What follows belongs to an exercise in optimizing a design on an open flow for small area; a production flow would make more cautious choices.
The RTL was checked by simulation tests, not by an equivalence proof against the original design.
The clock cells of runs 2 to 6 come from the design's own scripts or RTL, not from TritonCTS.
No driver is modelled on the clock port, so clock power and skew are understated where the tree is cut down; a real chip needs a root buffer or a tree.
Power and IR drop assume default switching activity.

File: config.mk
export PLATFORM = sky130hd
export DESIGN_NAME = VGA
export DESIGN_NICKNAME = VGA
export VERILOG_FILES = /design/flow/design.v
export SDC_FILE = /design/flow/constraint.sdc
export NUM_CORES = 4
export LEC_CHECK = 0
export CAP_MARGIN = 20
export CORE_MARGIN = 2
export CORE_UTILIZATION = 40
export SLEW_MARGIN = 20
File: constraint.sdc
create_clock -name core_clock -period 10.0 [get_ports {clock}]
set_input_delay 2.0000 -clock core_clock [delete_from_list [all_inputs] [get_ports {clock}]]
set_output_delay 2.0000 -clock core_clock [all_outputs]
set_load 0.01 [all_outputs]
File: design.v
`timescale 1ns / 1ps
module VGA(clock,sys_rst,switch,disp_RGB,hsync,vsync,up,down,left,right,middle,rst ,QC_OUT,QA_OUT);
input clock;     
input sys_rst;   
input[1:0]switch;
input rst;
output [7:0] QC_OUT;
output [3:0] QA_OUT;
input up,down,left,right,middle;
output[11:0]disp_RGB; 
output hsync; 
output vsync; 
reg [8:0] hbp;
reg [2:0] ha;
reg [6:0] vd;
reg [2:0] vc;
wire [6:0] hb = hbp[8:2];
wire vga_en = hbp[1] & hbp[0];
wire hb_end   = hbp[8] & hbp[7] & hbp[6] & (&hbp[4:0]);     
wire line_end = ha[2] & ha[1] & hbp[8] & (&hbp[5:0]);       
wire vd_end   = vd[6] & vd[5] & vd[4] & vd[2] & vd[1] & vd[0];  
wire frame_end = vc[2] & vd[5] & vd[3] & vd[2];               
always @(posedge clock)
    if (sys_rst) begin
        hbp <= 9'd2; ha <= 3'd0;
    end
    else if (line_end) begin
        hbp <= 9'd0; ha <= 3'd0;
    end
    else if (hb_end) begin
        hbp <= 9'd0; ha <= ha + 3'd1;
    end
    else hbp <= hbp + 9'd1;
always @(posedge clock)
    if (sys_rst) begin
        vd <= 7'd0; vc <= 3'd0;
    end
    else if (line_end) begin
        if (frame_end) begin
            vd <= 7'd0; vc <= 3'd0;
        end
        else if (vd_end) begin
            vd <= 7'd0; vc <= vc + 3'd1;
        end
        else vd <= vd + 7'd1;
    end
wire ha0 = (ha == 3'd0), ha1 = (ha == 3'd1), ha2 = (ha == 3'd2), ha3 = (ha == 3'd3),
     ha4 = (ha == 3'd4), ha5 = (ha == 3'd5), ha6 = (ha == 3'd6);
wire vc0 = (vc == 3'd0), vc1 = (vc == 3'd1), vc2 = (vc == 3'd2), vc3 = (vc == 3'd3),
     vc4 = (vc == 3'd4);
wire dat_act = ((ha1 & (hb >= 7'd23)) | ha2 | ha3 | ha4 | ha5 | (ha6 & (hb <= 7'd62))) &
               ((vc0 & (vd >= 7'd34)) | vc1 | vc2 | vc3 | (vc4 & (vd <= 7'd33)));
assign hsync = ~ha0 | (hb >= 7'd96);
assign vsync = ~vc0 | (vd >= 7'd2);
reg [1:0] m;
always @(posedge clock) begin
    m[0] <= ~(sys_rst | m[0] | m[1]);
    m[1] <= ~sys_rst & m[0];
end
wire t6_2 = ~hbp[0] & m[1];    
wire t6_1 =  hbp[0] & m[0];    
reg [14:0] l1s;               
wire l1s_end = ((l1s ^ 15'b010010110101100) & 15'b011111111101111) == 15'd0;
always @(posedge clock)
    l1s <= (sys_rst | l1s_end) ? 15'd0 : {~l1s[13:0], ~(l1s[14] ^ l1s[0])};
wire en_1s = l1s_end & t6_2;
reg [10:0] l50;               
wire l50_end = ((l50 ^ 11'b00110100111) & 11'b10110111111) == 11'd0;
always @(posedge clock)
    l50 <= (sys_rst | l50_end) ? 11'd0 : {~l50[9:0], l50[10] ^ l50[7]};
wire en_50ms = l50_end & t6_2;
reg [6:0] l96;                
wire l96_end = ((l96 ^ 7'b1000010) & 7'b1111010) == 7'd0;    
wire l96_65  = ((l96 ^ 7'b0011100) & 7'b0111101) == 7'd0;    
always @(posedge clock)
    l96 <= (sys_rst | l96_end) ? 7'd0 : {~l96[5:0], ~(l96[6] ^ l96[5])};
wire en_96hz = l96_end & t6_2;    
wire pre_96  = l96_65 & t6_1;     
reg [4:0] idx;
wire [2:0] weizhi =
    (idx == 5'd0) ? 3'd4 :
    (idx == 5'd1) ? 3'd2 :
    (idx == 5'd2) ? 3'd0 :
    (idx == 5'd3) ? 3'd1 :
    (idx == 5'd4) ? 3'd3 :
    (idx == 5'd5) ? 3'd4 :
    (idx == 5'd6) ? 3'd2 :
    (idx == 5'd7) ? 3'd1 :
    (idx == 5'd8) ? 3'd0 :
    (idx == 5'd9) ? 3'd2 :
    (idx == 5'd10) ? 3'd4 :
    (idx == 5'd11) ? 3'd0 :
    (idx == 5'd12) ? 3'd1 :
    (idx == 5'd13) ? 3'd3 :
    (idx == 5'd14) ? 3'd1 :
    (idx == 5'd15) ? 3'd4 :
    (idx == 5'd16) ? 3'd3 :
    (idx == 5'd17) ? 3'd0 :
    (idx == 5'd18) ? 3'd1 :
    (idx == 5'd19) ? 3'd2 :
    3'd4;
reg [1:0] s_t;  reg [3:0] s_u;
reg [1:0] c_t;  reg [3:0] c_u;
reg flag, flag_kaishi, flag_jieshu;
wire s_is30 = s_t[1] & s_t[0] & (s_u == 4'd0);
wire c_is0  = (c_t == 2'd0) & (c_u == 4'd0);
always @(posedge clock)
    if (sys_rst) begin
        idx <= 5'd31;
        s_t <= 2'd0; s_u <= 4'd0;
    end
    else if (en_1s) begin
        idx <= (idx == 5'd19) ? 5'd0 : idx + 5'd1;
        if (rst || s_is30) begin
            s_t <= 2'd0; s_u <= 4'd0;
        end
        else if (flag) begin
            if (s_u == 4'd9) begin
                s_u <= 4'd0; s_t <= s_t + 2'd1;
            end
            else s_u <= s_u + 4'd1;
        end
    end
always @(posedge clock)
    if (sys_rst || rst) begin
        c_t <= 2'd3; c_u <= 4'd0;
    end
    else if (en_1s && flag_kaishi && !c_is0) begin
        if (c_u == 4'd0) begin
            c_u <= 4'd9; c_t <= c_t - 2'd1;
        end
        else c_u <= c_u - 4'd1;
    end
reg [2:0] pos;
always @(posedge clock)
    if (en_50ms) begin
        pos <= weizhi;
        case (weizhi)
        3'd4: flag <= up;
        3'd1: flag <= left;
        3'd0: flag <= middle;
        3'd3: flag <= right;
        default: flag <= down;
        endcase
    end
wire hin = (hb >= 7'd30) && (hb <= 7'd90);
wire vin = (vd <= 7'd60);
reg inblock;
always @* begin
    case (pos)
    3'd4: inblock = ha3 & vc1;    
    3'd1: inblock = ha2 & vc2;    
    3'd0: inblock = ha3 & vc2;    
    3'd3: inblock = ha4 & vc2;    
    default: inblock = ha3 & vc3;    
    endcase
    inblock = inblock & hin & vin;
end
reg xa, xb;        
always @(posedge clock) begin
    xa <= ~inblock | flag;
    xb <= ~inblock | ~flag;
end
wire v_dat = (ha1 & (hb >= 7'd102)) | ((ha2 | ha3 | ha4) & (hb != 7'd1)) |
             (ha5 & (hb <= 7'd20) & (hb != 7'd1));
reg h_dat;
always @(posedge clock)
    if (vga_en)
        h_dat <= (vd != 7'd90) &
                 ((vc0 & (vd >= 7'd71)) | vc1 | vc2 | (vc3 & (vd <= 7'd109)));
wire hv = h_dat & v_dat;
wire go = flag_kaishi | up | down | left | right | middle;
reg d1a, d1b;      
always @(posedge clock)
    if (sys_rst) begin
        d1a <= 1'b0; d1b <= 1'b0;
        flag_kaishi <= 1'b0;
        flag_jieshu <= 1'b0;
    end
    else begin
        if (rst) begin
            d1a <= hv; d1b <= hv;
        end
        else if (go && !flag_jieshu) begin
            d1a <= hv & xa; d1b <= hv & xb;
        end
        flag_kaishi <= (!rst && (up || flag_kaishi)) || down || left || right || middle;
        flag_jieshu <= c_is0 || (!rst && flag_jieshu);
    end
reg da, db, ds;    
always @(posedge clock) begin
    da <= d1a; db <= d1b;
    ds <= switch[1] & switch[0];
end
wire pr = dat_act & ~ds & da;
wire pg = dat_act & ~ds & db;
wire pb = dat_act & ~ds & da & db;
assign disp_RGB = {pr, pr | (dat_act & ds), pr | (dat_act & ds), pr,
                   pg, pg | (dat_act & ds), pg, pg | (dat_act & ds),
                   pb, pb, pb | (dat_act & ds), pb};
reg [3:0] qa;
assign QA_OUT = qa;
always @(posedge clock)
    if (sys_rst) qa <= 4'b0000;
    else if (en_96hz) qa <= {qa[2:0], qa[3] | (qa == 4'b0000)};
reg [3:0] q;
always @(posedge clock)
    if (sys_rst) q <= 4'd0;
    else if (pre_96)
        case (1'b1)
        qa[0]: q <= {2'b00, s_t};
        qa[1]: q <= c_u;
        qa[2]: q <= {2'b00, c_t};
        qa[3]: q <= s_u;
        default: ;
        endcase
reg [3:0] qd;
always @(posedge clock)
    if (sys_rst) qd <= 4'd15;
    else if (vga_en) qd <= q;
wire [6:0] seg =
    (qd == 4'd0) ? 7'b1111110 :
    (qd == 4'd1) ? 7'b0110000 :
    (qd == 4'd2) ? 7'b1101101 :
    (qd == 4'd3) ? 7'b1111001 :
    (qd == 4'd4) ? 7'b0110011 :
    (qd == 4'd5) ? 7'b1011011 :
    (qd == 4'd6) ? 7'b1011111 :
    (qd == 4'd7) ? 7'b1110000 :
    (qd == 4'd8) ? 7'b1111111 :
    (qd == 4'd9) ? 7'b1111011 :
    7'b0000000;
assign QC_OUT = {seg, 1'b0};
endmodule
File: flow/run.sh
#!/bin/bash
# 1. standard synthesis (the standard flow's own, unchanged);
# 2. its combinational logic re-mapped by ABC for area: several scripts
#    (deepsyn, then area-oriented mapping) run in parallel and the smallest
#    netlist is kept; flip-flops are untouched (same cells, names, nets);
# 3. the standard layout from that netlist, with buf_1 port buffers and a
#    smaller clock tree (clkbuf_8, large sink clusters, no dummy loads).
# Every tool writes its full output to a log file here.
set -euo pipefail
F=$(cd "$(dirname "$0")" && pwd)
W=$(pwd)
R=$W/orfs/results/$FLOW_PLATFORM/VGA/base
LIB=$FLOW_HOME/platforms/$FLOW_PLATFORM/lib/sky130_fd_sc_hd__tt_025C_1v80.lib

bash standard.sh synth > synth.log 2>&1
cp $R/1_2_yosys.v $W/std_1_2_yosys.v

python3 $F/mkmodels.py $LIB $W/std_1_2_yosys.v $W/models.v > models.log 2>&1
DU=""
for c in $(sed -n '/DONT_USE_CELLS/,/^$/p' $FLOW_HOME/platforms/$FLOW_PLATFORM/config.mk | grep -o "sky130_fd_sc_hd__[a-z0-9_]*"); do
  DU="$DU -dont_use $c"
done
python3 $F/remap.py $W $LIB "$DU" ${NUM_CORES:-4} > remap.log 2>&1
cp $W/remap_1_2_yosys.v $R/1_2_yosys.v

bash standard.sh \
  "BUFFER_PORTS_ARGS=-buffer_cell sky130_fd_sc_hd__buf_1" \
  "CTS_ARGS=-sink_clustering_enable -repair_clock_nets -dont_use_dummy_load -buf_list sky130_fd_sc_hd__clkbuf_8 -sink_clustering_size 60 -sink_clustering_max_diameter 200" \
  finish > standard.log 2>&1
File: flow/mkmodels.py
# Write Verilog models of the sky130hd cells a netlist uses: combinational cells
# as assigns (from the liberty functions), flip-flops as blackboxes.
import re, sys
lib=open(sys.argv[1]).read(); net=open(sys.argv[2]).read()
used=sorted(set(re.findall(r'^\s*(sky130_fd_sc_hd__\w+)\s',net,re.M)))
def cellbody(name):
    i=lib.index('cell ("%s")'%name); depth=0; j=lib.index('{',i)
    k=j
    while True:
        if lib[k]=='{': depth+=1
        elif lib[k]=='}':
            depth-=1
            if depth==0: break
        k+=1
    return lib[j:k]
def vexpr(f):
    f=f.replace('!','~').replace('*','&').replace('+','|')
    f=re.sub(r'\)\s*\(',') & (',f)
    f=re.sub(r'(\w)\s+(\w)',r'\1 & \2',f)
    f=re.sub(r'(\w)\s+(\w)',r'\1 & \2',f)
    f=re.sub(r'\)\s+(\w|~|\()',r') & \1',f)
    f=re.sub(r'(\w)\s+(\(|~)',r'\1 & \2',f)
    return f
out=[]
for c in used:
    b=cellbody(c)
    locs=[(m.start(),m.group(1)) for m in re.finditer(r'(?<!pg_)pin \("(\w+)"\)',b)]
    pins=[(p,b[st:st+400]) for st,p in locs]
    ins=[];outs=[]
    for p,body in pins:
        d=re.search(r'direction\s*:\s*"(\w+)"',body).group(1)
        if d=='input': ins.append(p)
        else:
            fm=re.search(r'function\s*:\s*"([^"]*)"',body)
            outs.append((p,fm.group(1) if fm else None))
    seq=('ff (' in b) or ('latch (' in b) or any(f is None for _,f in outs)
    ports=ins+[o for o,_ in outs]
    if seq:
        out.append('(* blackbox *)\nmodule %s(%s);\n'%(c,', '.join(ports))+''.join('  input %s;\n'%p for p in ins)+''.join('  output %s;\n'%o for o,_ in outs)+'endmodule\n')
    else:
        out.append('module %s(%s);\n'%(c,', '.join(ports))+''.join('  input %s;\n'%p for p in ins)+''.join('  output %s;\n  assign %s = %s;\n'%(o,o,vexpr(f)) for o,f in outs)+'endmodule\n')
open(sys.argv[3],'w').write('\n'.join(out))
File: flow/remap.py
#!/usr/bin/env python3
"""Re-map the combinational logic of the standard synthesis for area.

Runs yosys (remap.ys.in) with several ABC scripts in parallel, each in its own
folder with its own log, and copies the smallest result to remap_1_2_yosys.v.
Flip-flops are blackboxes in every run, so they keep their cells, names and nets.
usage: remap.py WORK LIB DONTUSE_ARGS JOBS
"""
import os, re, subprocess, sys, shutil
from concurrent.futures import ThreadPoolExecutor
work, lib, dontuse, jobs = sys.argv[1], sys.argv[2], sys.argv[3], int(sys.argv[4])
here = os.path.dirname(os.path.abspath(__file__))
tmpl = open(os.path.join(here, 'remap.ys.in')).read()
pre = 'strash; &get -n; &deepsyn -J %d -S %d; &put; dch -f'
maps = ['amap', '&get -n; &nf -p -R 1000 -E 10 -a; &put', '&get -n; &nf -p -R 1000 -E 20 -a; &put']
scripts = []
for seed in (0, 1, 2):
    for m in maps:
        scripts.append('%s; %s; topo' % (pre % (100, seed), m))
def run(i):
    d = os.path.join(work, 'remap_%02d' % i)
    os.makedirs(d, exist_ok=True)
    open(os.path.join(d, 'area.abc'), 'w').write(scripts[i] + '\n')
    ys = tmpl.replace('@IN@', os.path.join(work, 'std_1_2_yosys.v')).replace('@MODELS@', os.path.join(work, 'models.v'))
    ys = ys.replace('@WORK@', d).replace('@LIB@', lib).replace('@DONTUSE@', dontuse)
    open(os.path.join(d, 'remap.ys'), 'w').write(ys)
    with open(os.path.join(d, 'remap.log'), 'w') as log:
        r = subprocess.run(['yosys', '-s', os.path.join(d, 'remap.ys')], stdout=log, stderr=subprocess.STDOUT)
    try:
        area = float(re.search(r'Chip area for module .*?: ([\d.]+)', open(os.path.join(d, 'remap_stat.txt')).read()).group(1))
    except Exception:
        area = None
    return i, r.returncode, area
with ThreadPoolExecutor(jobs) as ex:
    res = list(ex.map(run, range(len(scripts))))
ok = [(a, i) for i, rc, a in res if rc == 0 and a is not None]
for i, rc, a in res:
    print('run %02d rc %d area %s script: %s' % (i, rc, a, scripts[i]))
best = min(ok)
print('best run %02d area %.3f' % (best[1], best[0]))
shutil.copy(os.path.join(work, 'remap_%02d' % best[1], 'remap_1_2_yosys.v'), os.path.join(work, 'remap_1_2_yosys.v'))
File: flow/remap.ys.in
# Re-map the combinational logic of the standard synthesis for area.
# Flip-flops are blackboxes here, so they keep their cells, names and nets.
read_verilog @MODELS@
read_verilog @IN@
hierarchy -top VGA
flatten
hierarchy -top VGA
read_liberty -lib -overwrite @LIB@
proc
techmap
opt -fast
opt_clean -purge
abc -liberty @LIB@ @DONTUSE@ -script @WORK@/area.abc
splitnets
opt_clean -purge
hilomap -singleton -hicell sky130_fd_sc_hd__conb_1 HI -locell sky130_fd_sc_hd__conb_1 LO
insbuf -buf sky130_fd_sc_hd__buf_1 A X
rename -hide w:*.*
opt_clean -purge
rename -enumerate -pattern rmp_%
hierarchy -top VGA
tee -o @WORK@/remap_stat.txt stat -liberty @LIB@
check -assert
write_verilog -noattr -nohex -nodec @WORK@/remap_1_2_yosys.v
File: standard.sh
#!/bin/bash
# synth_recipe.tcl (not shown) runs the flow's synth.tcl, then flattens the netlist and writes it again
# the make line also repeats each setting of config.mk as NAME=value (left out here)
make -C /OpenROAD-flow-scripts/flow DESIGN_CONFIG=/design/flow/config.mk WORK_HOME=/design/flow/orfs CLKGATE_MAP_FILE= SYNTH_SCRIPT=/design/flow/synth_recipe.tcl "${@:-finish}"
==> results of run 1 <==
## path summary, 6_finish.rpt
path,to,startpoint,cells after the start
max,disp_RGB[3],ha[0]$_SDFFE_PP0P_,7
min,da$_DFF_P_,d1a$_SDFFE_PP0P_,0
max reg2reg,vd[4]$_SDFFE_PP0P_,hbp[0]$_SDFF_PP0_,8
min reg2reg,da$_DFF_P_,d1a$_SDFFE_PP0P_,0
## power by group
part,internal (mW),switching [mW]
Sequential,0.416,0.0107
Clock,0.0809,0.117
Combinational,0.0132,0.0206
## sequential cells by signal, summed over array words and instances, names as in the netlist, 3 cells and up
| signal | cells |
|---|---|
| c_u | 4 |
| ha | 3 |
| hbp | 9 |
| idx | 5 |
| l1s | 15 |
| l50 | 11 |
| l96 | 7 |
| pos | 3 |
| q | 4 |
| qa | 4 |
| qd | 4 |
| s_u | 4 |
| vc | 3 |
| vd | 7 |
## area by class of cell
class / count / share of cell area [%]
Sequential cell: 100 / 47.4
Tap cell: 133 / 3.84
Clock buffer: 9 / 2.86
Timing Repair Buffer: 35 / 3.12
Inverter: 11 / 0.953
Multi-Input combinational cell: 328 / 41.9
## layer usage
metal	global-route usage (%)	wire, um	share of wire (%)
met1	20.5	3840	47
met2	23.4	3590	44
met3	5.08	527	6.5
met4	5.98	166	2.0
met5	0	0	0
==> reports/metrics.yaml, run 1 <==
clock_tree:
  clock_latency_ns: 0.35
  cts-resized-gates: 0
  cts_tree: "yes"
  clk_path_buf_depth: 2
  hold_buffers: 0
  htree_levels: 3
  cts-root-buf: "clkbuf_8"
  numClockSinks: 100
  cts.clk_slew.worst_paths_ns: 0.07
  numCtsBuffers: 9
  post_cts_buffers: 0
placement:
  io_buffers: 34
  globalplace.congestion: 0.892
  placed_cells: 607
  postPlaceCellArea_mm2: 0.00421
  dp_hpwl_um: 5890
  pre_cts_slack_ns: 6.20
layout:
  n_fill_cell: 973
  final_common_cell: "dfxtp_1"
  instances_no_fill: 616
  layout-drive-gt1-share_pct: 2.28
  final_cell_mix: "dfxtp_1 (95), nor2_1 (80), nand2_1 (39)"
  multi_input_area_mm2: 0.00181
  n_antenna_cell: 0
  regArea_mm2: 0.00205
  final_area_mm2: 0.00433
  fin_util_pct: 44.5
  layout.nets: 495
  area_growth_syn_to_layout_pct: 8.39
timing:
  fin_ws_ns: 5.86
  rsz0062_at_grt: "false"
  fin_skew_ns: 0.0225
  maxSlewViolCount: 0
  relSlewSlack_pct: 45.1
  worst_pin_slew_ns: 0.817
  finalSetupTns_ns: 0
  clock.fmax_mhz: 241
  setup_viol: 0
  holdWs_ns: 0.356
  hold_viol: 0
  fin_crit_sh_pct: 41.4
  period_minus_slack_ns: 4.14
drt:
  drt-pass1-iter-count: 5
  ant_nets: 0
  via_per_inst: 5.37
  drt-total-wl_um: 8120
  wl_per_cell_um: 13.2
  drt_iter0_drc: 205
  via_count: 3305
  drc: 0
die:
  die_w_um: 104
  die_area_mm2: 0.0108
  initial_core_util_pct: 41.1
  io_pins: 36
  fp.coreArea_mm2: 0.00973
  std_cell_rows: 36
  die_h_um: 104
logic_synthesis:
  synthCells: 463
  synth_nets: 473
  avgSynthCellArea_um2: 8.63
  syn_area_mm2: 0.00400
  ys_warn_count: 1
pwr:
  ir_drop_uv: 117
  cellLeakagePower_nw: 1.54
  p_total_mw: 0.659
  power_density_mw_per_mm2: 152
critical_path:
  r2r_slack_ns: 7.61
  crit_type: "reg -> out"
  crit_path_start_kind: "register"
  worstSetupEndpointType: "output port"
  critPathRequiredTime_ns: 8.00
  crit_buf_inv: 2
  arrival_ns: 2.14
  path_cells: "clkinv_1 -> a311oi_1 -> a21boi_0 -> o31ai_1 -> nor2_1 -> and3_1 -> buf_1"
  crit_family: "compound AO/OA/AOI/OAI gates"
  slowest_delay_ns: 0.39
  crit_slowest_cell: "dfxtp_1"
  cp_max_fo: 5
global_routing:
  gr-total-overflow: 0
  grt_max_degree: 34
  grt_use_total_pct: 15.5
  grt_pass1_wl_um: 13600
  antenna_found_initial: 0
  grt_pass1_vias: 2864
worst_hold_path:
  worstHoldPathType: "reg -> reg"
run:
  maxCapViolations: 0
run_status:
  outcome: "timing/DRC/antenna clean"
==> inputs of run 2 (changes only) <==
--- a/flow/run.sh
+++ b/flow/run.sh
@@ -6,3 +6,5 @@
 # 3. the standard layout from that netlist, with buf_1 port buffers and a
-#    smaller clock tree (clkbuf_8, large sink clusters, no dummy loads).
+#    small two-level clock tree built by pre_cts.tcl in place of TritonCTS
+#    (one clkbuf_2 root, four clkbuf_16 leaves of a quarter of the
+#    flip-flops each).
 # Every tool writes its full output to a log file here.
@@ -27,3 +29,3 @@
   "BUFFER_PORTS_ARGS=-buffer_cell sky130_fd_sc_hd__buf_1" \
-  "CTS_ARGS=-sink_clustering_enable -repair_clock_nets -dont_use_dummy_load -buf_list sky130_fd_sc_hd__clkbuf_8 -sink_clustering_size 60 -sink_clustering_max_diameter 200" \
+  "PRE_CTS_TCL=$F/pre_cts.tcl" \
   finish > standard.log 2>&1
==> flow/pre_cts.tcl (new file) <==
# Manual clock tree, built in place of TritonCTS (whose H-tree puts at most 15
# sinks on a leaf): the clock port drives one root clkbuf_2, which drives
# nx*ny clkbuf_16 leaf buffers, each clocking one group of flip-flops: the
# flip-flops are cut into nx columns by x, and each column into ny groups by y.
# Every flip-flop is one root and one leaf buffer from the port.
set nx 2
set ny 2
set block [ord::get_db_block]
set db [ord::get_db]
set clk_net [$block findNet clock]
set sinks {}
foreach it [$clk_net getITerms] {
  set inst [$it getInst]
  set loc [$inst getLocation]
  set w [[$inst getMaster] getWidth]
  set h [[$inst getMaster] getHeight]
  lappend sinks [list [expr {[lindex $loc 0] + $w / 2}] [expr {[lindex $loc 1] + $h / 2}] $it]
}
puts "manual clock tree: [llength $sinks] sinks"
set groups {}
set sinks [lsort -integer -index 0 $sinks]
set n [llength $sinks]
for {set i 0} {$i < $nx} {incr i} {
  set col [lsort -integer -index 1 [lrange $sinks [expr {$i * $n / $nx}] [expr {($i + 1) * $n / $nx - 1}]]]
  set m [llength $col]
  for {set j 0} {$j < $ny} {incr j} {
    lappend groups [lrange $col [expr {$j * $m / $ny}] [expr {($j + 1) * $m / $ny - 1}]]
  }
}
set nleaf [llength $groups]
set leaf_master [$db findMaster sky130_fd_sc_hd__clkbuf_16]
set root_master [$db findMaster sky130_fd_sc_hd__clkbuf_2]
set root_net [odb::dbNet_create $block clknet_root]
$root_net setSigType CLOCK
set sx 0; set sy 0
for {set g 0} {$g < $nleaf} {incr g} {
  set grp [lindex $groups $g]
  set cx 0; set cy 0
  foreach s $grp { incr cx [lindex $s 0]; incr cy [lindex $s 1] }
  set cx [expr {$cx / [llength $grp]}]; set cy [expr {$cy / [llength $grp]}]
  set buf [odb::dbInst_create $block $leaf_master clkbuf_leaf_$g]
  set net [odb::dbNet_create $block clknet_leaf_$g]
  $net setSigType CLOCK
  [$buf findITerm A] connect $root_net
  [$buf findITerm X] connect $net
  foreach s $grp {
    set it [lindex $s 2]
    $it disconnect
    $it connect $net
  }
  $buf setLocation $cx $cy
  $buf setPlacementStatus PLACED
  incr sx $cx; incr sy $cy
  puts "manual clock tree: leaf $g with [llength $grp] sinks at $cx $cy"
}
set root [odb::dbInst_create $block $root_master clkbuf_root]
[$root findITerm A] connect $clk_net
[$root findITerm X] connect $root_net
$root setLocation [expr {$sx / $nleaf}] [expr {$sy / $nleaf}]
$root setPlacementStatus PLACED
global_connect
set_propagated_clock [all_clocks]
# TritonCTS is not run: the tree above is the clock tree.
rename clock_tree_synthesis tritoncts_clock_tree_synthesis
proc clock_tree_synthesis { args } {
  puts "manual clock tree in place; clock_tree_synthesis $args skipped"
}
==> run 2 against run 1 <==
Clock power decreased by 5%; worst setup slack worse by 0.19 ns; clock skew down 0.012 ns; register-to-register slack barely moved; die area is the same; first-iteration DRC count increased by 15%; via count fell by 1.1%; sequential share of layout area up 0.21 points; critical path type unchanged.
==> reports/metrics.yaml, run 2 <==
critical_path:
  worstReg2RegStart: "hbp[0]$_SDFF_PP0_"
  worstSetupEndpointType: "output port"
  crit_type: "reg -> out"
  arrival_ns: 2.33
  slowest_delay_ns: 0.40
  crit_path_start_kind: "register"
  cp_max_fo: 5
  critPathRequiredTime_ns: 8.00
  cp-startpoint: "ha[0]$_SDFFE_PP0P_"
  crit_family: "compound AO/OA/AOI/OAI gates"
  crit_slowest_cell: "dfxtp_1"
  crit_buf_inv: 2
  path_cells: "clkinv_1 -> a311oi_1 -> a21boi_0 -> o31ai_1 -> nor2_1 -> and3_1 -> buf_1"
timing:
  clock.fmax_mhz: 231
  finalSetupTns_ns: 0
  worst_pin_slew_ns: 0.803
  maxSlewViolCount: 0
  hold_viol: 0
  fin_skew_ns: 0.0108
  fin_crit_sh_pct: 43.3
  setup_viol: 0
  period_minus_slack_ns: 4.33
  relSlewSlack_pct: 46.0
  rsz0062_at_grt: "false"
logic_synthesis:
  synth_nets: 473
  avgSynthCellArea_um2: 8.63
  ys_warn_count: 1
  syn_area_mm2: 0.00400
  synthCells: 463
drt:
  via_per_inst: 5.34
  drt_iter0_drc: 236
  ant_nets: 0
  drt-total-wl_um: 8130
  via_count: 3270
  drt-pass1-iter-count: 6
  drc: 0
  wl_per_cell_um: 13.3
die:
  die_h_um: 104
  io_pins: 36
  die_w_um: 104
  std_cell_rows: 36
  die_area_mm2: 0.0108
  initial_core_util_pct: 41.1
  fp.coreArea_mm2: 0.00973
worst_hold_path:
  min_from: "d1b$_SDFFE_PP0P_"
  worstHoldPathType: "reg -> reg"
pwr:
  ir_drop_uv: 115
  cellLeakagePower_nw: 1.53
  p_total_mw: 0.649
  power_density_mw_per_mm2: 150
run:
  maxCapViolations: 0
layout:
  layout.nets: 491
  largest_reg_flops: 15
  final_cell_mix: "dfxtp_1 (95), nor2_1 (80), nand2_1 (39)"
  final_common_cell: "dfxtp_1"
  largest_register: "l1s"
  largestRegisters: "l1s (15), l50 (11), hbp (9)"
  area_growth_syn_to_layout_pct: 7.92
  n_antenna_cell: 0
  layout-drive-gt1-share_pct: 1.46
clock_tree:
  cts-resized-gates: 0
  post_cts_buffers: 0
  clock_latency_ns: 0.52
  cts.clk_slew.worst_paths_ns: 0.10
  hold_buffers: 0
global_routing:
  grt_max_degree: 34
  grt_pass1_vias: 2834
  grt_pass1_wl_um: 13400
  gr-total-overflow: 0
  grt_use_total_pct: 14.3
  antenna_found_initial: 0
placement:
  dp_hpwl_um: 5890
  globalplace.congestion: 0.892
  io_buffers: 34
run_status:
  outcome: "timing/DRC/antenna clean"
## run 2: per-layer routing
metal | global-route usage [%] | share of wire [%] | vias to the layer above
li1 | - | - | 1683
met1 | 20.6 | 49 | 1505
met2 | 23.0 | 44 | 67
met5 | 0 | 0 | -
met4 | 2.90 | 2.2 | 0
met3 | 2.07 | 5.2 | 15
## run 2: layout make-up
| class | count | area [um^2] |
|---|---|---|
| Timing Repair Buffer | 35 | 135 |
| Buffer | 5 | 105 |
| Multi-Input combinational cell | 328 | 1810 |
| Fill cell | 959 | 5420 |
| Tap cell | 133 | 166 |
| Sequential cell | 100 | 2050 |
| Inverter | 11 | 41.3 |
## run 2: where the power goes
group	switching [mW]	internal, mW
sequential	0.0108	0.416
clock	0.115	0.0731
combinational	0.0207	0.0132
## run 2: final timing paths
path,end,slack [ns],cells after the start
min,db$_DFF_P_,0.36,0
min reg2reg,db$_DFF_P_,0.36,0
max reg2reg,vd[4]$_SDFFE_PP0P_,7.60,8
max,disp_RGB[3],5.67,7
## run 2: stage by stage
stage / instances / hold slack, ns / instance area (um^2) / worst slack, ns / utilization (%)
5_1_grt: 612 / 0.369 / 4310 / 5.48 / 44.3
6_report: 612 / 0.358 / 4310 / 5.67 / 44.3
4_1_cts: 612 / 0.361 / 4310 / 5.65 / 44.3
3_5_place_dp: 607 / 0.344 / 4210 / 6.20 / 43.2
2_1_floorplan: 463 / 0.331 / 4000 / 6.46 / -
3_3_place_gp: 607 / 0.340 / 4210 / 6.29 / 43.2
==> inputs of run 3 (changes only) <==
--- a/flow/run.sh
+++ b/flow/run.sh
@@ -7,3 +7,3 @@
 #    small two-level clock tree built by pre_cts.tcl in place of TritonCTS
-#    (one clkbuf_2 root, four clkbuf_16 leaves of a quarter of the
+#    (one clkbuf_2 root, four buf_12 leaves of a quarter of the
 #    flip-flops each).
--- a/flow/pre_cts.tcl
+++ b/flow/pre_cts.tcl
@@ -2,3 +2,3 @@
 # sinks on a leaf): the clock port drives one root clkbuf_2, which drives
-# nx*ny clkbuf_16 leaf buffers, each clocking one group of flip-flops: the
+# nx*ny buf_12 leaf buffers, each clocking one group of flip-flops: the
 # flip-flops are cut into nx columns by x, and each column into ny groups by y.
@@ -30,3 +30,3 @@
 set nleaf [llength $groups]
-set leaf_master [$db findMaster sky130_fd_sc_hd__clkbuf_16]
+set leaf_master [$db findMaster sky130_fd_sc_hd__buf_12]
 set root_master [$db findMaster sky130_fd_sc_hd__clkbuf_2]
==> run 3 against run 2 <==
Sequential cell count did not move; sequential share of layout area grew 0.22 points; synthesized cell count did not move; maximum frequency rose by 0.24%; global-route usage about the same; clock skew fell by 0.00089 ns; largest cell class unchanged.
==> reports/metrics.yaml, run 3 <==
run_status:
  outcome: "timing/DRC/antenna clean"
critical_path:
  crit_family: "simple AND/OR/NAND/NOR gates"
  crit_slowest_cell: "nor4_1"
  slowest_delay_ns: 0.43
  cp_max_fo: 9
  crit_path_start_kind: "register"
  crit_type: "reg -> out"
  path_cells: "nor4_1 -> o21a_1 -> xnor2_1 -> o31ai_1 -> nor2_1 -> and3_1 -> buf_1"
  worstSetupEndpointType: "output port"
  arrival_ns: 2.32
  crit_buf_inv: 1
  critPathRequiredTime_ns: 8.00
drt:
  wl_per_cell_um: 13.3
  via_per_inst: 5.40
  drt-total-wl_um: 8130
  ant_nets: 0
  drc: 0
  drt_iter0_drc: 208
  drt-pass1-iter-count: 7
  via_count: 3305
layout:
  n_fill_cell: 962
  layout.nets: 491
  final_cell_mix: "dfxtp_1 (95), nor2_1 (80), nand2_1 (39)"
  layout-drive-gt1-share_pct: 1.46
  final_area_mm2: 0.00429
  n_antenna_cell: 0
  area_growth_syn_to_layout_pct: 7.42
  largest_register: "l1s"
  largest_reg_flops: 15
  final_common_cell: "dfxtp_1"
  largestRegisters: "l1s (15), l50 (11), hbp (9)"
timing:
  fin_crit_sh_pct: 43.2
  rsz0062_at_grt: "false"
  hold_viol: 0
  setup_viol: 0
  finalSetupTns_ns: 0
  holdWs_ns: 0.360
  relSlewSlack_pct: 45.9
  fin_skew_ns: 0.00987
  worst_pin_slew_ns: 0.804
  maxSlewViolCount: 0
  clock.fmax_mhz: 232
  period_minus_slack_ns: 4.32
die:
  die_h_um: 104
  initial_core_util_pct: 41.1
  fp.coreArea_mm2: 0.00973
  die_area_mm2: 0.0108
  die_w_um: 104
  std_cell_rows: 36
  io_pins: 36
global_routing:
  grt_use_total_pct: 14.3
  antenna_found_initial: 0
  grt_pass1_vias: 2832
  gr-total-overflow: 0
  grt_pass1_wl_um: 13400
  grt_max_degree: 34
pwr:
  ir_drop_uv: 113
  cellLeakagePower_nw: 1.51
  power_density_mw_per_mm2: 150
worst_hold_path:
  worstHoldPathType: "reg -> reg"
logic_synthesis:
  synthCells: 463
  ys_warn_count: 1
  syn_area_mm2: 0.00400
  avgSynthCellArea_um2: 8.63
  synth_nets: 473
clock_tree:
  cts-resized-gates: 0
  cts.clk_slew.worst_paths_ns: 0.10
  clock_latency_ns: 0.50
  post_cts_buffers: 0
  hold_buffers: 0
placement:
  globalplace.congestion: 0.892
  postPlaceCellArea_mm2: 0.00421
  dp_hpwl_um: 5890
  io_buffers: 34
run:
  maxCapViolations: 0
[run 3: cell types whose count changed in the layout (fill, tap and decap cells not counted), sizes merged]
cell / previous run / this run
buf: 35 / 39
clkbuf: 5 / 1
[run 3: worst paths after layout]
kind                            cells after the start  slack (ns)               start            endpoint
worst max-delay path                                7        5.68  vd[4]$_SDFFE_PP0P_         disp_RGB[3]
worst max register to register                      8        7.59   hbp[0]$_SDFF_PP0_  vd[4]$_SDFFE_PP0P_
worst min register to register                      0        0.36    d1b$_SDFFE_PP0P_          db$_DFF_P_
worst min-delay path                                0        0.36    d1b$_SDFFE_PP0P_          db$_DFF_P_
[run 3: layer usage]
layer	GRT usage [%]	wire length (um)	part of all wire [%]	vias to the layer above
met4	2.90	178	2.2	0
met2	23.0	3600	44	68
met3	2.07	386	4.8	16
li1	-	-	-	1687
met1	20.7	3960	49	1534
met5	0	0	0	-
[run 3: area by class of cell]
| type | count | area, um^2 | share of cell area [%] |
|---|---|---|---|
| inverter | 11 | 41.3 | 0.962 |
| buffer | 5 | 85.1 | 1.98 |
| multi-input combinational | 328 | 1810 | 42.2 |
| sequential | 100 | 2050 | 47.8 |
| tap | 133 | 166 | 3.88 |
| timing repair buffer | 35 | 135 | 3.15 |
[run 3: power breakdown]
part           internal (mW)  leakage (nW)  switching [mW]
logic                 0.0132         0.644          0.0206
clock network         0.0640        0.0417           0.117
registers              0.416         0.829          0.0108
total                  0.493          1.51           0.149
[run 3: through the flow]
step	power, mW	std cells	setup slack [ns]	utilization [%]
after floorplan	0.458	463	6.46	-
after global placement	0.469	607	6.29	43.2
after detailed placement	0.470	607	6.20	43.2
after CTS	0.651	612	5.67	44.1
after global routing	0.668	612	5.49	44.1
final	0.642	612	5.68	44.1
==> inputs of run 4 (changes only) <==
--- a/flow/remap.py
+++ b/flow/remap.py
@@ -16,3 +16,3 @@
 scripts = []
-for seed in (0, 1, 2):
+for seed in (0, 1, 2, 3, 4):
     for m in maps:
==> run 4 against run 3 <==
Critical endpoint unchanged; critical path type unchanged; global-route usage stayed put; routed wire length stayed put; sequential share of layout area stayed put; clock power hardly changed; still clean on timing, DRC and antenna; synthesized area stayed put; maximum frequency stayed put; register-to-register slack hardly changed; clock skew stayed put; power stayed put; final cell count stayed put; largest cell class unchanged; via count stayed put; highest routed layer unchanged.
==> reports/metrics.yaml, run 4 <==
global_routing:
  gr-total-overflow: 0
  grt_pass1_vias: 2832
  grt_max_degree: 34
  antenna_found_initial: 0
  grt_use_total_pct: 14.3
  grt_pass1_wl_um: 13400
drt:
  drt-pass1-iter-count: 7
  drt_iter0_drc: 208
  drt-total-wl_um: 8130
  via_count: 3305
  wl_per_cell_um: 13.3
  ant_nets: 0
  drc: 0
  via_per_inst: 5.40
pwr:
  p_total_mw: 0.642
  power_density_mw_per_mm2: 150
  ir_drop_uv: 113
  cellLeakagePower_nw: 1.51
timing:
  fin_ws_ns: 5.68
  worst_pin_slew_ns: 0.804
  holdWs_ns: 0.360
  setup_viol: 0
  hold_viol: 0
  maxSlewViolCount: 0
  rsz0062_at_grt: "false"
  period_minus_slack_ns: 4.32
  finalSetupTns_ns: 0
  fin_crit_sh_pct: 43.2
  clock.fmax_mhz: 232
  fin_skew_ns: 0.00987
  relSlewSlack_pct: 45.9
critical_path:
  crit_type: "reg -> out"
  crit_family: "simple AND/OR/NAND/NOR gates"
  slowest_delay_ns: 0.43
  critPathRequiredTime_ns: 8.00
  r2r_slack_ns: 7.59
  r2r_end: "vd[4]$_SDFFE_PP0P_"
  worstSetupEndpointType: "output port"
  worstRegToRegCells: 8
  crit_cells: 7
  worstReg2RegStart: "hbp[0]$_SDFF_PP0_"
  crit_end: "disp_RGB[3]"
  crit_slowest_cell: "nor4_1"
  path_cells: "nor4_1 -> o21a_1 -> xnor2_1 -> o31ai_1 -> nor2_1 -> and3_1 -> buf_1"
  cp_max_fo: 9
  cp-startpoint: "vd[4]$_SDFFE_PP0P_"
  crit_buf_inv: 1
  arrival_ns: 2.32
  crit_path_start_kind: "register"
logic_synthesis:
  ys_warn_count: 1
  synthCells: 463
  synth_nets: 473
  syn_area_mm2: 0.00400
  avgSynthCellArea_um2: 8.63
die:
  std_cell_rows: 36
  initial_core_util_pct: 41.1
  die_area_mm2: 0.0108
  io_pins: 36
  fp.coreArea_mm2: 0.00973
  die_h_um: 104
  die_w_um: 104
placement:
  globalplace.congestion: 0.892
  io_buffers: 34
  dp_hpwl_um: 5890
  postPlaceCellArea_mm2: 0.00421
  placed_cells: 607
  pre_cts_slack_ns: 6.20
layout:
  layout.nets: 491
  layout-drive-gt1-share_pct: 1.46
  largest_register: "l1s"
  fin_util_pct: 44.1
  instances_no_fill: 612
  area_growth_syn_to_layout_pct: 7.42
  final_common_cell: "dfxtp_1"
  final_cell_mix: "dfxtp_1 (95), nor2_1 (80), nand2_1 (39)"
  largestRegisters: "l1s (15), l50 (11), hbp (9)"
  largest_reg_flops: 15
  final_area_mm2: 0.00429
  n_antenna_cell: 0
clock_tree:
  post_cts_buffers: 0
  cts.clk_slew.worst_paths_ns: 0.10
  hold_buffers: 0
  clock_latency_ns: 0.50
  cts-resized-gates: 0
worst_hold_path:
  worstHoldPathType: "reg -> reg"
run:
  maxCapViolations: 0
run_status:
  outcome: "timing/DRC/antenna clean"
-- run 4: worst min path at each step --
| stage | from | end | slack (ns) | cells past startpoint |
|---|---|---|---|---|
| 6_report | d1b$_SDFFE_PP0P_ | db$_DFF_P_ | 0.36 | 0 |
| 5_1_grt | d1a$_SDFFE_PP0P_ | da$_DFF_P_ | 0.37 | 0 |
| 4_1_cts | d1a$_SDFFE_PP0P_ | da$_DFF_P_ | 0.36 | 0 |
| 3_5_place_dp | d1a$_SDFFE_PP0P_ | da$_DFF_P_ | 0.34 | 0 |
| 3_3_place_gp | d1b$_SDFFE_PP0P_ | db$_DFF_P_ | 0.34 | 0 |
| 2_1_floorplan | d1a$_SDFFE_PP0P_ | da$_DFF_P_ | 0.33 | 0 |
-- run 4: routing by layer --
| metal | track usage [%] | up-vias | share of wire [%] |
|---|---|---|---|
| li1 | - | 1687 | - |
| met1 | 20.7 | 1534 | 49 |
| met2 | 23.0 | 68 | 44 |
| met3 | 2.07 | 16 | 4.8 |
| met4 | 2.90 | 0 | 2.2 |
| met5 | 0 | - | 0 |
-- run 4: where the power goes --
part | switching, mW | internal, mW
clock | 0.117 | 0.0640
sequential | 0.0108 | 0.416
combinational | 0.0206 | 0.0132
-- run 4: area by class of cell --
| class | instances | area, um^2 |
|---|---|---|
| buffer | 5 | 85.1 |
| fill | 962 | 5440 |
| inverter | 11 | 41.3 |
| multi-input combinational | 328 | 1810 |
| sequential | 100 | 2050 |
| tap | 133 | 166 |
| timing repair buffer | 35 | 135 |
==> inputs of run 5 (changes only) <==
--- a/design.v
+++ b/design.v
@@ -79,24 +79,6 @@
 reg [4:0] idx;
-wire [2:0] weizhi =
-    (idx == 5'd0) ? 3'd4 :
-    (idx == 5'd1) ? 3'd2 :
-    (idx == 5'd2) ? 3'd0 :
-    (idx == 5'd3) ? 3'd1 :
-    (idx == 5'd4) ? 3'd3 :
-    (idx == 5'd5) ? 3'd4 :
-    (idx == 5'd6) ? 3'd2 :
-    (idx == 5'd7) ? 3'd1 :
-    (idx == 5'd8) ? 3'd0 :
-    (idx == 5'd9) ? 3'd2 :
-    (idx == 5'd10) ? 3'd4 :
-    (idx == 5'd11) ? 3'd0 :
-    (idx == 5'd12) ? 3'd1 :
-    (idx == 5'd13) ? 3'd3 :
-    (idx == 5'd14) ? 3'd1 :
-    (idx == 5'd15) ? 3'd4 :
-    (idx == 5'd16) ? 3'd3 :
-    (idx == 5'd17) ? 3'd0 :
-    (idx == 5'd18) ? 3'd1 :
-    (idx == 5'd19) ? 3'd2 :
-    3'd4;
+wire [2:0] weizhi;
+assign weizhi[0] = (idx[3] & idx[2] & ~idx[1]) | (~idx[4] & ~idx[3] & idx[1] & idx[0]) | (idx[2] & ~idx[1] & ~idx[0]) | (idx[4] & ~idx[0]) | (idx[3] & idx[2] & ~idx[0]);
+assign weizhi[1] = (idx[4] & ~idx[2] & idx[1] & idx[0]) | (~idx[4] & ~idx[2] & ~idx[1] & idx[0]) | (idx[4] & ~idx[1] & ~idx[0]) | (~idx[3] & idx[2] & ~idx[0]) | (idx[3] & ~idx[1] & idx[0]);
+assign weizhi[2] = (idx[3] & idx[2] & idx[1] & idx[0]) | (idx[3] & ~idx[2] & idx[1] & ~idx[0]) | (~idx[3] & idx[2] & ~idx[1] & idx[0]) | (~idx[4] & ~idx[3] & ~idx[2] & ~idx[1] & ~idx[0]);
 reg [1:0] s_t;  reg [3:0] s_u;
@@ -112,3 +94,3 @@
     else if (en_1s) begin
-        idx <= (idx == 5'd19) ? 5'd0 : idx + 5'd1;
+        idx <= (idx[4] & idx[1] & idx[0]) ? 5'd0 : idx + 5'd1;
         if (rst || s_is30) begin
@@ -117,3 +99,3 @@
         else if (flag) begin
-            if (s_u == 4'd9) begin
+            if (s_u[3] & s_u[0]) begin       
                 s_u <= 4'd0; s_t <= s_t + 2'd1;
@@ -209,9 +191,4 @@
     else if (pre_96)
-        case (1'b1)
-        qa[0]: q <= {2'b00, s_t};
-        qa[1]: q <= c_u;
-        qa[2]: q <= {2'b00, c_t};
-        qa[3]: q <= s_u;
-        default: ;
-        endcase
+        q <= ({4{qa[0]}} & {2'b00, s_t}) | ({4{qa[1]}} & c_u) |
+             ({4{qa[2]}} & {2'b00, c_t}) | ({4{qa[3]}} & s_u);
 reg [3:0] qd;
@@ -220,15 +197,10 @@
     else if (vga_en) qd <= q;
-wire [6:0] seg =
-    (qd == 4'd0) ? 7'b1111110 :
-    (qd == 4'd1) ? 7'b0110000 :
-    (qd == 4'd2) ? 7'b1101101 :
-    (qd == 4'd3) ? 7'b1111001 :
-    (qd == 4'd4) ? 7'b0110011 :
-    (qd == 4'd5) ? 7'b1011011 :
-    (qd == 4'd6) ? 7'b1011111 :
-    (qd == 4'd7) ? 7'b1110000 :
-    (qd == 4'd8) ? 7'b1111111 :
-    (qd == 4'd9) ? 7'b1111011 :
-    7'b0000000;
-assign QC_OUT = {seg, 1'b0};
+assign QC_OUT[7] = (~qd[2] & ~qd[0]) | (qd[2] & ~qd[1] & qd[0]) | (qd[3] & ~qd[2]) | (~qd[3] & qd[1]);
+assign QC_OUT[6] = (~qd[1] & ~qd[0]) | (~qd[3] & qd[1] & qd[0]) | (~qd[2]);
+assign QC_OUT[5] = (qd[2] & ~qd[0]) | (~qd[3] & qd[0]) | (~qd[1]);
+assign QC_OUT[4] = (~qd[2] & qd[1]) | (qd[3] & ~qd[2]) | (~qd[2] & ~qd[0]) | (qd[1] & ~qd[0]) | (qd[2] & ~qd[1] & qd[0]);
+assign QC_OUT[3] = (~qd[2] & ~qd[0]) | (qd[1] & ~qd[0]);
+assign QC_OUT[2] = (~qd[1] & ~qd[0]) | (qd[2] & ~qd[0]) | (qd[3] & ~qd[2]) | (qd[2] & ~qd[1]);
+assign QC_OUT[1] = (qd[2] & ~qd[0]) | (~qd[2] & qd[1]) | (qd[3] & ~qd[2]) | (qd[2] & ~qd[1]);
+assign QC_OUT[0] = 1'b0;
 endmodule
--- a/flow/remap.py
+++ b/flow/remap.py
@@ -16,3 +16,3 @@
 scripts = []
-for seed in (0, 1, 2, 3, 4):
+for seed in (0, 1, 2):
     for m in maps:
==> run 5 against run 4 <==
Still clean; sequential power increased by 2%; global-route usage increased by 0.077 points; synthesized cell count increased by 0.43%; sequential cell count unchanged; die area decreased by 0.42%; via count decreased by 2.0%; final cell count increased by 0.33%; combinational power increased by 48%; critical path depth increased by 1; critical path type unchanged; critical endpoint is now disp_RGB[0].
==> reports/metrics.yaml, run 5 <==
critical_path:
  critPathRequiredTime_ns: 8.00
  crit_path_start_kind: "register"
  r2r_end: "vc[2]$_SDFFE_PP0P_"
  crit_type: "reg -> out"
  worstReg2RegStart: "hbp[0]$_SDFF_PP0_"
  crit_end: "disp_RGB[0]"
  cp_max_fo: 7
  arrival_ns: 2.67
  worstRegToRegCells: 10
  r2r_slack_ns: 7.23
  worstSetupEndpointType: "output port"
  cp-startpoint: "vd[1]$_SDFFE_PP0P_"
clock_tree:
  cts-resized-gates: 0
  post_cts_buffers: 0
  cts.clk_slew.worst_paths_ns: 0.10
  clock_latency_ns: 0.50
  hold_buffers: 0
drt:
  drt-pass1-iter-count: 4
  ant_nets: 0
  via_per_inst: 5.27
  drt_iter0_drc: 133
  drc: 0
  wl_per_cell_um: 13.0
  via_count: 3238
  drt-total-wl_um: 7950
placement:
  dp_hpwl_um: 5780
  io_buffers: 34
  placed_cells: 609
  globalplace.congestion: 0.835
timing:
  setup_viol: 0
  maxSlewViolCount: 0
  hold_viol: 0
  period_minus_slack_ns: 4.67
  rsz0062_at_grt: "false"
  worst_pin_slew_ns: 0.886
  clock.fmax_mhz: 214
  relSlewSlack_pct: 40.4
  fin_crit_sh_pct: 46.7
  fin_skew_ns: 0.00722
  finalSetupTns_ns: 0
logic_synthesis:
  syn_area_mm2: 0.00398
  avgSynthCellArea_um2: 8.56
  synthCells: 465
  ys_warn_count: 1
  synth_nets: 475
global_routing:
  grt_use_met1_pct: 21.4
  grt_use_met3_pct: 1.38
  grt_max_degree: 31
  grt_pass1_vias: 2924
  grt_pass1_wl_um: 13600
  antenna_found_initial: 0
  grt_use_total_pct: 14.4
  use_met2_pct: 23.7
  gr-total-overflow: 0
  grt.busiest_layer: "met2"
worst_hold_path:
  worstHoldPathType: "reg -> reg"
die:
  std_cell_rows: 36
  die_area_mm2: 0.0108
  die_w_um: 104
  io_pins: 36
  fp.coreArea_mm2: 0.00973
  die_h_um: 104
  initial_core_util_pct: 40.9
layout:
  layout-drive-gt1-share_pct: 1.25
  n_fill_cell: 984
  largest_register: "l1s"
  regArea_mm2: 0.00205
  largest_reg_flops: 15
  largestRegisters: "l1s (15), l50 (11), hbp (9)"
  multi_input_area_mm2: 0.00180
  final_cell_mix: "dfxtp_1 (95), nor2_1 (75), nand2_1 (48)"
  final_common_cell: "dfxtp_1"
  area_growth_syn_to_layout_pct: 7.45
  n_antenna_cell: 0
  layout.nets: 493
  instances_no_fill: 614
pwr:
  ir_drop_uv: 118
  p_total_mw: 0.667
  power_density_mw_per_mm2: 156
  cellLeakagePower_nw: 1.50
run_status:
  outcome: "timing/DRC/antenna clean"
run:
  maxCapViolations: 0
[run 5: cell types whose count changed in the layout (fill, tap and decap cells not counted), moves of 3 or more]
cell and delta:
nor3b_1 +3, nor2_1 -5, nor3_1 -8, o22ai_1 -4, a21oi_1 +5, nand3_1 +3, a211oi_1 +3, nor2b_1 +4
nand2_1 +9, a311oi_1 -3, o21a_1 -5, nand4_1 +4
[run 5: report_power, final]
group	switching, mW	internal, mW	total [mW]
sequential	0.0152	0.419	0.434
combinational	0.0299	0.0203	0.0502
clock	0.119	0.0640	0.183
total	0.164	0.503	0.667
[run 5: worst min path at each step]
stage / start / to / cells after the start
after floorplan: d1a$_SDFFE_PP0P_ / da$_DFF_P_ / 0
after global placement: d1a$_SDFFE_PP0P_ / da$_DFF_P_ / 0
after detailed placement: d1a$_SDFFE_PP0P_ / da$_DFF_P_ / 0
after CTS: d1a$_SDFFE_PP0P_ / da$_DFF_P_ / 0
after global routing: d1a$_SDFFE_PP0P_ / da$_DFF_P_ / 0
final: d1b$_SDFFE_PP0P_ / db$_DFF_P_ / 0
[run 5: layout make-up]
class	count	share of cell area [%]
inverters	11	0.966
flip-flops and latches	100	48.0
plain buffers	5	1.99
multi-input cells	330	42.0
well taps	133	3.89
repair buffers	35	3.16
[run 5: worst max-delay path, cell delays in order (launching register included)]
cell	delay (ns)
dfxtp_1	0.38
nor4_1	0.41
o21a_1	0.17
xor2_1	0.08
a311o_1	0.34
or2_0	0.24
nor2b_1	0.18
and2_0	0.20
buf_1	0.16
[run 5: per-layer routing]
metal  up-vias  part of all wire (%)
met1      1499                    50
met3         7                   4.9
met4         0                  0.96
li1       1660                     -
met2        72                    44
met5         -                     0
[run 5: stage by stage]
| stage | cell area, um^2 | util, % | hold slack [ns] | setup WS (ns) |
|---|---|---|---|---|
| global route | 4280 | 43.9 | 0.371 | 5.14 |
| global placement | 4190 | 43.1 | 0.341 | 5.68 |
| detailed placement | 4190 | 43.1 | 0.348 | 5.59 |
| floorplan | 3980 | - | 0.331 | 6.11 |
| CTS | 4280 | 43.9 | 0.365 | 5.31 |
| finish | 4280 | 43.9 | 0.363 | 5.33 |
==> inputs of run 6 (changes only) <==
--- a/flow/remap.py
+++ b/flow/remap.py
@@ -14,3 +14,4 @@
 pre = 'strash; &get -n; &deepsyn -J %d -S %d; &put; dch -f'
-maps = ['amap', '&get -n; &nf -p -R 1000 -E 10 -a; &put', '&get -n; &nf -p -R 1000 -E 20 -a; &put']
+maps = ['amap', '&get -n; &nf -p -R 1000 -E 10 -a; &put', '&get -n; &nf -p -R 1000 -E 20 -a; &put',
+        '&get -n; &nf -p -R 1000 -E 10 -a -F 8 -A 8; &put']
 scripts = []
==> run 6 against run 5 <==
Final area shrank 0.26%; critical path depth fell by 1; sequential cell count unchanged; power shrank 3.3%; maximum frequency is 7.6% higher; critical endpoint unchanged; synthesized cell count shrank 0.43%; final cell count shrank 0.33%; sequential share of layout area grew 0.13 points; via count is 1.3% lower; combinational power fell by 25%; utilization grew 0.088 points.
==> reports/metrics.yaml, run 6 <==
run_status:
  outcome: "timing/DRC/antenna clean"
timing:
  fin_skew_ns: 0.00531
  setup_viol: 0
  hold_viol: 0
  clock.fmax_mhz: 230
  fin_crit_sh_pct: 43.4
  finalSetupTns_ns: 0
  maxSlewViolCount: 0
  rsz0062_at_grt: "false"
  relSlewSlack_pct: 47.0
  worst_pin_slew_ns: 0.788
  period_minus_slack_ns: 4.34
layout:
  final_common_cell: "dfxtp_1"
  largestRegisters: "l1s (15), l50 (11), hbp (9)"
  largest_register: "l1s"
  n_antenna_cell: 0
  final_cell_mix: "dfxtp_1 (95), nor2_1 (76), nand2_1 (43)"
  layout-drive-gt1-share_pct: 1.25
  largest_reg_flops: 15
  instances_no_fill: 612
  final_area_mm2: 0.00426
  area_growth_syn_to_layout_pct: 7.47
  layout.nets: 491
  fin_util_pct: 44.0
  n_fill_cell: 961
logic_synthesis:
  ys_warn_count: 1
  syn_area_mm2: 0.00397
  synthCells: 463
  synth_nets: 473
  avgSynthCellArea_um2: 8.57
placement:
  io_buffers: 34
  placed_cells: 607
  dp_hpwl_um: 5700
  globalplace.congestion: 0.773
  postPlaceCellArea_mm2: 0.00418
die:
  io_pins: 36
  die_w_um: 104
  initial_core_util_pct: 41.0
  die_h_um: 104
  std_cell_rows: 36
  fp.coreArea_mm2: 0.00968
  die_area_mm2: 0.0107
drt:
  ant_nets: 0
  wl_per_cell_um: 12.5
  via_count: 3195
  drt-pass1-iter-count: 5
  via_per_inst: 5.22
  top_layer_used: "met4"
  drt_iter0_drc: 170
  met3WireLength_um: 265
  drc: 0
  met1Wirelength_um: 3670
  wl_met2_um: 3600
  drt-total-wl_um: 7640
pwr:
  seqPwrFrac_pct: 66.3
  p_total_mw: 0.645
  pwr-share-clk_pct: 27.8
  power_density_mw_per_mm2: 151
  p_comb_share_pct: 5.9
  ir_drop_uv: 74.7
  switching_power_mw: 0.150
  intPower_mw: 0.495
  netSwitchingFraction_pct: 23.2
  cellLeakagePower_nw: 1.50
critical_path:
  arrival_ns: 2.34
  crit_slowest_cell: "nor4_1"
  slowest_delay_ns: 0.40
  path_cells: "nor4_1 -> o21ai_0 -> xor2_1 -> o211ai_1 -> nor2_1 -> and3_1 -> buf_1"
  worstRegToRegCells: 9
  cp_max_fo: 8
  r2r_slack_ns: 7.36
  crit_path_start_kind: "register"
  critPathRequiredTime_ns: 8.00
  cp-startpoint: "vd[4]$_SDFFE_PP0P_"
  worstReg2RegStart: "hbp[2]$_SDFF_PP0_"
  r2r_end: "vc[2]$_SDFFE_PP0P_"
  worstSetupEndpointType: "output port"
  crit_end: "disp_RGB[0]"
  crit_type: "reg -> out"
global_routing:
  grt_max_degree: 34
  grt_pass1_wl_um: 13100
  grt_use_total_pct: 13.8
  antenna_found_initial: 0
  gr-total-overflow: 0
  grt_pass1_vias: 2910
clock_tree:
  cts.clk_slew.worst_paths_ns: 0.10
  post_cts_buffers: 0
  clock_latency_ns: 0.50
  hold_buffers: 0
  cts-resized-gates: 0
worst_hold_path:
  worstHoldPathType: "reg -> reg"
  min_from: "d1a$_SDFFE_PP0P_"
  worst_hold_path.num_cells: 0
run:
  maxCapViolations: 0
run 6: per-layer routing:
layer  vias to the layer above  GRT usage (%)
met4                         0           1.64
met2                        47           24.9
met1                      1484           18.5
met5                         -              0
met3                         8           1.13
li1                       1656              -
run 6: power by group through the flow:
stage	Combinational, mW	Sequential, mW	Clock (mW)
2_1_floorplan	0.0285	0.434	0
3_3_place_gp	0.0372	0.437	0
3_5_place_dp	0.0381	0.437	0
4_1_cts	0.0383	0.428	0.187
5_1_grt	0.0429	0.430	0.199
6_report	0.0379	0.428	0.179
run 6: through the flow:
| stage | hold slack [ns] | setup WS [ns] |
|---|---|---|
| 2_1_floorplan | 0.331 | 6.48 |
| 3_3_place_gp | 0.344 | 6.26 |
| 3_5_place_dp | 0.351 | 6.19 |
| 4_1_cts | 0.367 | 5.62 |
| 5_1_grt | 0.376 | 5.47 |
| 6_report | 0.362 | 5.66 |
run 6: how the worst min path moves through the flow:
stage                            end  slack, ns
final                     da$_DFF_P_       0.36
after global routing      db$_DFF_P_       0.38
after CTS                 da$_DFF_P_       0.37
after detailed placement  da$_DFF_P_       0.35
after global placement    db$_DFF_P_       0.34
after floorplan           da$_DFF_P_       0.33
run 6: worst max-delay path: cells and delay by family, from the launching register on:
kind | cells | cell delay [ns]
xor+xnor | 1 | 0.18
compound gates | 2 | 0.35
simple gates | 3 | 0.78
flops | 1 | 0.38
buf+inv | 1 | 0.15
run 6: area by class of cell:
type | instances | area [um^2] | area share, %
multi-input combinational | 322 | 1760 | 41.3
inverter | 17 | 63.8 | 1.50
timing repair buffer | 35 | 135 | 3.17
buffer | 5 | 85.1 | 2.00
sequential | 100 | 2050 | 48.1
tap | 133 | 166 | 3.90

[afterwards: timing with drivers on the ports]
Ports are ideal in the flow. The routed layouts listed here were re-timed in OpenROAD. Step 1: set_driving_cell puts a clkbuf_16 on clock and a buf_2 on each other input, an assumption about the parent block. Step 2 times the ports against the registers' clock, not the clock port: input delays grow and output delays shrink by t, the midpoint of the rising clock arrivals with the driver on. Slacks: no drivers / after step 1 / after step 2; pairs: no drivers / after step 1.
run	t, ns	setup slack, ns	hold slack, ns	worst data-port slew with drivers (ns)
run 1	0.379	5.858 / 5.825 / 6.188	0.356 / 0.356 / 0.356	0.06
run 2	0.545	5.670 / 5.641 / 6.186	0.358 / 0.358 / 0.358	0.05
run 3	0.522	5.681 / 5.652 / 6.174	0.360 / 0.360 / 0.360	0.05
run 4	0.522	5.681 / 5.652 / 6.174	0.360 / 0.360 / 0.360	0.05
run 5	0.528	5.327 / 5.300 / 5.628	0.363 / 0.363 / 0.363	0.04
run 6	0.526	5.656 / 5.627 / 6.153	0.362 / 0.362 / 0.362	0.03
After both steps every run listed still meets setup and hold.
